This is an optimization exercise on Yosys and OpenROAD, whose aim is small area and a short achievable clock period, not a production implementation. Function was checked by simulation only, so behaviour that the tests miss may differ from the original. Power is estimated from default activity; no workload was simulated.

// SPI_Wrapper
module SPI_Wrapper(clk, rst_n, MOSI, MISO, SS_n);
	input clk, rst_n, MOSI, SS_n;
	output  MISO;
	wire [9:0] data_from_SPI_to_RAM;
	wire [7:0] data_from_RAM_to_SPI;
	wire data_from_SPI_to_RAM_valid, data_from_RAM_to_SPI_valid;
	SPI_Slave SPI (
		.MOSI(MOSI),
		.MISO(MISO),
		.SS_n(SS_n),
		.clk(clk),
		.rst_n(rst_n),
		.rx_data(data_from_SPI_to_RAM),
		.rx_valid(data_from_SPI_to_RAM_valid),
		.tx_data(data_from_RAM_to_SPI),
		.tx_valid(data_from_RAM_to_SPI_valid)
	);
	RAM RAM1 (
		.clk(clk),
		.rst_n(rst_n),
		.din(data_from_SPI_to_RAM),
		.rx_valid(data_from_SPI_to_RAM_valid),
		.dout(data_from_RAM_to_SPI),
		.tx_valid(data_from_RAM_to_SPI_valid)
	);
endmodule
Size in the first run: ~2100 flip-flops, ~5 I/O pins, about 49000 sq um of cells after synthesis.
clock: 6.0 ns
lec_check: 0
cap_margin: 20
core_margin: 2
core_utilization: 65
cts_buf_list: sky130_fd_sc_hd__clkbuf_16
cts_cluster_diameter: 100
cts_cluster_size: 30
place_density: 0.75
setup_slack_margin: 3.66
slew_margin: 20
standard.sh (not shown) runs the stock make flow with config.mk's settings and CLKGATE_MAP_FILE= SYNTH_SCRIPT=/design/flow/synth_recipe.tcl, a recipe that flattens the netlist after the stock synthesis.
==> flow/flow/run.sh <==
#!/bin/bash
set -euo pipefail
export POST_DETAIL_PLACE_TCL="$(pwd)/flow/place_out_ff.tcl"
bash standard.sh > standard_sh.log 2>&1
==> flow/flow/place_out_ff.tcl <==
# Runs inside ORFS detailed placement (POST_DETAIL_PLACE_TCL), with the design loaded.
# For every output port: find the buffer driving it and the register driving that buffer,
# and place the register right next to the buffer; then legalise again.
set block [ord::get_db_block]
foreach bt [$block getBTerms] {
  if { [$bt getIoType] != "OUTPUT" } { continue }
  set net [$bt getNet]
  if { $net == "NULL" } { continue }
  set buf ""
  foreach it [$net getITerms] { if { [$it isOutputSignal] } { set buf [$it getInst] } }
  if { $buf == "" } { continue }
  set ff ""
  foreach it [$buf getITerms] {
    if { [$it isInputSignal] && [$it getNet] != "NULL" } {
      foreach d [[$it getNet] getITerms] {
                if { [$d isOutputSignal] } { set drv [$d getInst] }
      }
    }
  }
  if { [info exists drv] && [[$drv getMaster] isSequential] } { set ff $drv }
  if { $ff == "" } { continue }
  set loc [$buf getLocation]
  puts "place_out_ff: [$ff getName] -> next to [$buf getName] at $loc"
  $ff setLocation [lindex $loc 0] [lindex $loc 1]
  $ff setPlacementStatus PLACED
}
detailed_placement
optimize_mirroring
utl::info FLW 12 "Placement violations [check_placement -verbose]."
estimate_parasitics -placement
Change:
--- a/flow/config.mk
+++ b/flow/config.mk
@@ -14,3 +14,3 @@
 export PLACE_DENSITY = 0.75
-export SETUP_SLACK_MARGIN = 3.66
+export SETUP_SLACK_MARGIN = 3.3
 export SLEW_MARGIN = 20
Final area stays flat.
Sequential cell count is unchanged.
Cell count is unchanged.
Setup slack got worse by 0.15 ns.
Global-route usage is unchanged.
Synthesized cell count is unchanged.
Wire length stays flat.
Sequential share of layout area barely changes.
Die area stays the same.
Clock power stays flat.
Area after synthesis stays the same.


Another version of the RTL of SPI_Wrapper (not shown whole).
Size: ~0.048 sq mm of cells after synthesis.
clock: 6.0 ns
lec_check: 0
cap_margin: 20
core_margin: 2
core_utilization: 65
cts_buf_list: sky130_fd_sc_hd__clkbuf_16
cts_cluster_diameter: 100
cts_cluster_size: 30
place_density: 0.75
setup_slack_margin: 4.0
slew_margin: 20
run.sh (not shown) runs the stock make flow with config.mk's settings and CLKGATE_MAP_FILE= SYNTH_SCRIPT=/design/flow/synth_recipe.tcl, a recipe that flattens the netlist after the stock synthesis.
Stock flow here: none of the scripts above is used.
The first run finished clean.
Rerun with:
--- a/flow/config.mk
+++ b/flow/config.mk
@@ -11,3 +10,0 @@
-export CTS_BUF_LIST = sky130_fd_sc_hd__clkbuf_16
-export CTS_CLUSTER_DIAMETER = 100
-export CTS_CLUSTER_SIZE = 30
@@ -15 +12 @@
-export SETUP_SLACK_MARGIN = 4.0
+export SETUP_SLACK_MARGIN = 3.0
What happened: The new run passed the timing, design-rule and antenna checks. Setup slack is worse by 0.47 ns. Total power goes up by about 26%. Final area came out higher by about 6%. First-iteration DRC count went up by 17%. Synthesized cell count is unchanged. Via count is higher by about 5%. Clock skew decreases by 0.019 ns. Global-route usage rises by 2.2 points. Maximum frequency is lower by 16%. Synthesized area does not change. Utilization is higher by 4.0 points.

what the ideal ports hide:
Ports are ideal in the flow. The routed layouts listed here were re-timed in OpenROAD.
Step 1 sets driving cells, clkbuf_16 on the clock port and buf_2 on the other inputs (assumed; they add their load-dependent delay and slew).
Step 2 times the ports against the registers' clock, not the clock port: input delays grow and output delays shrink by t, the midpoint of the rising clock arrivals with the driver on.
Slacks: no drivers / after step 1 / after step 2; pairs: no drivers / after step 1.
run | t (ns) | setup WS [ns] | worst setup path at the end | clock arrival spread, ns | worst data-port slew with drivers (ns)
the first run of note 1 | 0.734 | 3.621 / 3.553 / 3.777 | register to register | 0.037 / 0.037 | 0.03
the second run of note 1 | 0.734 | 3.475 / 3.407 / 3.779 | input to register | 0.037 / 0.037 | 0.03
the first run of note 2 | 0.720 | 3.536 / 3.486 / 3.536 | register to register | 0.047 / 0.047 | 0.09
the second run of note 2 | 0.815 | 3.061 / 2.991 / 3.147 | register to register | 0.024 / 0.024 | 0.03
After both steps every run listed still meets setup and hold.
